This is an optimization exercise on Yosys and OpenROAD, whose aim is small area, not a production implementation.
In this exercise RTL edits were held to simulation tests only and were not proved equivalent to the original.
No driver is modelled on the clock port, so clock power and skew are understated where the tree is cut down; a real chip needs a root buffer or a tree.
No activity file was given, so power comes from the tool's default toggle rates.

Design fpcvt_top, start of the top module:
module fpcvt_top (
    input wire clk,
    input wire [12:0] D,
    output reg S,
    output reg [2:0] E,
    output reg [4:0] F
);
Size in the first run: ~88 cells after synthesis, about 23 I/O pins, about 790 sq um of cells after synthesis.
==> flow/config.mk <==
export PLATFORM = sky130hd
export DESIGN_NAME = fpcvt_top
export DESIGN_NICKNAME = fpcvt_top
export VERILOG_FILES = /design/flow/design.v
export SDC_FILE = /design/flow/constraint.sdc
export NUM_CORES = 4
export LEC_CHECK = 0
export CAP_MARGIN = 0
export CORE_AREA = 2.5 2.5 69.5 69.5
export CTS_BUF_LIST = sky130_fd_sc_hd__clkbuf_4
export DIE_AREA = 0 0 72 72
export GPL_TIMING_DRIVEN = 0
export PLACE_DENSITY = 0.8
export SLEW_MARGIN = 0
==> flow/constraint.sdc <==
create_clock -name core_clock -period 10.0 [get_ports {clk}]
set_input_delay 2.0000 -clock core_clock [delete_from_list [all_inputs] [get_ports {clk}]]
set_output_delay 2.0000 -clock core_clock [all_outputs]
set_load 0.01 [all_outputs]
standard.sh (not shown) runs the stock make flow with config.mk's settings and CLKGATE_MAP_FILE= SYNTH_SCRIPT=/design/flow/synth_recipe.tcl, a recipe that flattens the netlist after the stock synthesis.
==> flow/flow/run.sh <==
#!/bin/bash
# Own layout flow: the standard flow (standard.sh), with these changes.
#  1. Synthesis is ORFS's synthesis script unchanged except for the ABC script that maps the
#     combinational logic (flow/abc*.abc, area-oriented) and no adder cell mapping, so ABC sees
#     all the logic. Each ABC script is tried; a result is kept only if its registers (names and
#     cell types) are those of the standard synthesis and it is proved equivalent to the
#     standard netlist (flow/eqcheck.tcl). The three smallest kept results are placed (standard
#     flow up to repair_design after placement), and the one with the least cell area there,
#     which counts the buffers and resizing its nets need, is laid out. If none is kept, the
#     standard netlist is laid out.
#  2. Ports are buffered with sky130_fd_sc_hd__buf_1.
#  3. After CTS, the clock tree is replaced by a single buffer (flow/onebuf.tcl).
# Each tool's output goes to a log file in this folder.
set -uo pipefail
W=$PWD
F=$W/flow
R=$W/orfs/results/$FLOW_PLATFORM/fpcvt_top/base
REP=$W/orfs/reports/$FLOW_PLATFORM/fpcvt_top/base
LIB=$(ls $FLOW_HOME/platforms/$FLOW_PLATFORM/lib/sky130_fd_sc_hd__tt_025C_1v80.lib)
LAYOUT_ARGS=("BUFFER_PORTS_ARGS=-buffer_cell sky130_fd_sc_hd__buf_1" "POST_CTS_TCL=$F/onebuf.tcl")

# standard synthesis, the reference for registers and function
bash standard.sh synth > $W/synth_standard.log 2>&1 || exit 1
cp $R/1_2_yosys.v $W/std_1_2_yosys.v

regs() { grep -oE '^\s*sky130_fd_sc_hd__[a-z0-9]+_[0-9]+\s+\S+' "$1" | grep -E '__(df|ed|sd|se)' | sed -E 's/_[0-9]+\s+/ /; s/^\s+//' | sort; }
regs $W/std_1_2_yosys.v > $W/regs_std.txt

sed 's|^\(\s*\)log_cmd abc {\*}\$abc_args$|\1log_cmd abc -script $::area_abc_script {*}[lrange $abc_args 2 end]|' \
  $FLOW_HOME/scripts/synth.tcl > $W/synth_area.tcl
: > $W/synth_areas.txt
if grep -q 'area_abc_script' $W/synth_area.tcl && [[ -s $W/regs_std.txt ]]; then
  for a in $F/abc*.abc; do
    k=$(basename $a .abc)
    sed "s|@AREA_ABC@|$a|; s|@SYNTH_AREA@|$W/synth_area.tcl|" $F/mysynth.tcl > $W/mysynth_$k.tcl
    sed "s|SYNTH_SCRIPT=[^ ]*|SYNTH_SCRIPT=$W/mysynth_$k.tcl|" standard.sh > $W/area_$k.sh
    rm -f $R/1_2_yosys.v $REP/synth_stat.txt
    bash $W/area_$k.sh ADDER_MAP_FILE= $R/1_2_yosys.v > $W/synth_$k.log 2>&1 || continue
    [[ -f $R/1_2_yosys.v && -f $REP/synth_stat.txt ]] || continue
    cp $R/1_2_yosys.v $W/${k}_1_2_yosys.v
    regs $W/${k}_1_2_yosys.v > $W/regs_$k.txt
    cmp -s $W/regs_std.txt $W/regs_$k.txt || continue
    EQ_LIB=$LIB EQ_A=$W/std_1_2_yosys.v EQ_B=$W/${k}_1_2_yosys.v EQ_TOP=$FLOW_TOP \
      timeout 600 yosys -c $F/eqcheck.tcl > $W/eqcheck_$k.log 2>&1 || continue
    area=$(grep -E "Chip area for (top )?module" $REP/synth_stat.txt | tail -1 | awk '{print $NF}')
    echo "$k $area" >> $W/synth_areas.txt
  done
fi
# the standard synthesis's files back in place, for the candidates' placements to start from
cp $W/std_1_2_yosys.v $R/1_2_yosys.v
touch -r $R/1_synth.odb $R/1_2_yosys.v

# place the three smallest candidates
: > $W/placed_areas.txt
for k in $(sort -k2,2g -k1,1 $W/synth_areas.txt | head -3 | awk '{print $1}'); do
  (
    C=$W/cand_$k
    CR=$C/results/$FLOW_PLATFORM/fpcvt_top/base
    mkdir -p $CR
    cp -p $R/* $CR/
    rm -f $CR/1_synth.odb $CR/1_synth.sdc
    cp $W/${k}_1_2_yosys.v $CR/1_2_yosys.v
    touch $CR/1_2_yosys.v
    sed "s|WORK_HOME=[^ ]*|WORK_HOME=$C|" standard.sh > $W/place_$k.sh
    bash $W/place_$k.sh "${LAYOUT_ARGS[@]}" $CR/3_4_place_resized.odb > $W/place_$k.log 2>&1 || exit 0
    a=$(AREA_ODB=$CR/3_4_place_resized.odb openroad -no_init -exit $F/area.tcl 2>&1 | awk '/^AREA/{print $2}')
    [[ -n "$a" ]] && echo "$k $a" >> $W/placed_areas.txt
  ) &
done
wait

best=$(sort -k2,2g -k1,1 $W/placed_areas.txt | head -1 | awk '{print $1}')
rm -f $R/1_synth.odb $R/1_synth.sdc
if [[ -n "$best" ]]; then
  echo "using $best" > $W/synth_choice.txt
  cp $W/${best}_1_2_yosys.v $R/1_2_yosys.v
else
  echo "using the standard netlist" > $W/synth_choice.txt
  cp $W/std_1_2_yosys.v $R/1_2_yosys.v
fi
touch $R/1_2_yosys.v
rm -rf $W/cand_*/results/*/*/*/*.odb

bash standard.sh "${LAYOUT_ARGS[@]}" finish > $W/layout.log 2>&1
Other scripts of this flow, unchanged in this note and not shown: flow/flow/abc1.abc, flow/flow/abc2.abc, flow/flow/abc3.abc, flow/flow/abc4.abc, flow/flow/abc5.abc, flow/flow/abc6.abc, flow/flow/area.tcl, flow/flow/eqcheck.tcl, flow/flow/mysynth.tcl, flow/flow/onebuf.tcl
Change:
--- a/flow/flow/run.sh
+++ b/flow/flow/run.sh
@@ -3,7 +3,8 @@
 #  1. Synthesis is ORFS's synthesis script unchanged except for the ABC script that maps the
 #     combinational logic (flow/abc*.abc, area-oriented) and no adder cell mapping, so ABC sees
-#     all the logic. Each ABC script is tried; a result is kept only if its registers (names and
+#     all the logic. Scripts named *_du.abc also keep the weakest four-input cells out of the
+#     mapping. Each ABC script is tried; a result is kept only if its registers (names and
 #     cell types) are those of the standard synthesis and it is proved equivalent to the
-#     standard netlist (flow/eqcheck.tcl). The three smallest kept results are placed (standard
+#     standard netlist (flow/eqcheck.tcl). The four smallest kept results are placed (standard
 #     flow up to repair_design after placement), and the one with the least cell area there,
 #     which counts the buffers and resizing its nets need, is laid out. If none is kept, the
@@ -29,9 +30,14 @@
 sed 's|^\(\s*\)log_cmd abc {\*}\$abc_args$|\1log_cmd abc -script $::area_abc_script {*}[lrange $abc_args 2 end]|' \
   $FLOW_HOME/scripts/synth.tcl > $W/synth_area.tcl
+# the same, with the weakest four-input cells kept out of the mapping (scripts named *_du.abc)
+sed 's|^\(\s*\)log_cmd abc {\*}\$abc_args$|\1log_cmd abc -script $::area_abc_script {*}[lrange $abc_args 2 end] -dont_use sky130_fd_sc_hd__nor4_1 -dont_use sky130_fd_sc_hd__nor4b_1 -dont_use sky130_fd_sc_hd__nand4_1 -dont_use sky130_fd_sc_hd__nand4b_1|' \
+  $FLOW_HOME/scripts/synth.tcl > $W/synth_area_du.tcl
 : > $W/synth_areas.txt
 if grep -q 'area_abc_script' $W/synth_area.tcl && [[ -s $W/regs_std.txt ]]; then
   for a in $F/abc*.abc; do
     k=$(basename $a .abc)
-    sed "s|@AREA_ABC@|$a|; s|@SYNTH_AREA@|$W/synth_area.tcl|" $F/mysynth.tcl > $W/mysynth_$k.tcl
+    sa=$W/synth_area.tcl
+    [[ $k == *_du ]] && sa=$W/synth_area_du.tcl
+    sed "s|@AREA_ABC@|$a|; s|@SYNTH_AREA@|$sa|" $F/mysynth.tcl > $W/mysynth_$k.tcl
     sed "s|SYNTH_SCRIPT=[^ ]*|SYNTH_SCRIPT=$W/mysynth_$k.tcl|" standard.sh > $W/area_$k.sh
     rm -f $R/1_2_yosys.v $REP/synth_stat.txt
@@ -51,7 +57,7 @@
 touch -r $R/1_synth.odb $R/1_2_yosys.v
 
-# place the three smallest candidates
+# place the four smallest candidates
 : > $W/placed_areas.txt
-for k in $(sort -k2,2g -k1,1 $W/synth_areas.txt | head -3 | awk '{print $1}'); do
+for k in $(sort -k2,2g -k1,1 $W/synth_areas.txt | head -4 | awk '{print $1}'); do
   (
     C=$W/cand_$k
==> flow/flow/abc7_du.abc (new file) <==
strash
&get -n
&dch -f
&nf -R 1000
&put
mfs3 -ae -H 6 -K 8 -R 4
strash
&get -n
&dch -f
&nf -R 1000
&put
mfs3 -ae -H 6 -K 8 -R 4
strash
&get -n
&dch -f
&nf -R 1000
&put
mfs3 -ae -H 6 -K 8 -R 4
topo
==> flow/flow/abc8_du.abc (new file) <==
strash
&get -n
&dch -f
&nf -R 1000
&put
mfs3 -ae -H 5 -K 8
strash
&get -n
&dch -f
&nf -R 1000
&put
mfs3 -ae -H 5 -K 8
strash
&get -n
&dch -f
&nf -R 1000
&put
mfs3 -ae -H 5 -K 8
strash
&get -n
&dch -f
&nf -R 1000
&put
mfs3 -ae -H 5 -K 8
topo
==> flow/flow/abc9_du.abc (new file) <==
strash
&get -n
&dch -f
&nf -R 1000
&put
mfs3 -a
strash
&get -n
&dch -f
&nf -R 1000
&put
mfs3 -a
strash
&get -n
&dch -f
&nf -R 1000
&put
mfs3 -a
topo
Settings changed: PLACE_DENSITY 0.8 to 0.95.
What happened: The new run produced a clean layout; clock skew hardly moves; setup slack degrades by 0.96 ns; cell count came out higher by about 3%; count of clock-buffer cells in the layout is unchanged; design area stays flat; sequential share of layout area hardly moves; global-route usage hardly moves; combinational power went up by about 2%; maximum frequency fell by 15%; utilization barely changes; sequential cell count does not change.

==> what the ideal ports hide <==
The flow's constraints put no driver on any port. The routed layouts listed below were extracted and timed again, unchanged, in two steps.
Step 1 (the two cells are an assumption about what drives the block):
set clk [get_ports {clk}]
set_driving_cell -lib_cell sky130_fd_sc_hd__clkbuf_16 $clk
set_driving_cell -lib_cell sky130_fd_sc_hd__buf_2 [delete_from_list [all_inputs] $clk]
Step 2 adds t to the input delays and takes it off the output delays; t is the mean of the earliest and latest rising clock arrival at the registers after step 1. Input paths then give back, and output paths get back, about the clock's delay inside the block.
Three values: ideal, step 1, step 2; two values: the first two.
| run | t, ns | setup WS [ns] | cell pins on the clock port's net |
|---|---|---|---|
| the first run | 0.145 | 4.383 / 4.378 / 4.233 | 1 |
| the second run | 0.147 | 3.418 / 3.412 / 3.265 | 1 |
After both steps setup and hold are still met in every run listed. For the second run, which loses most, drivers alone change the setup slack by -0.006 ns; drivers and shift together by -0.153 ns.
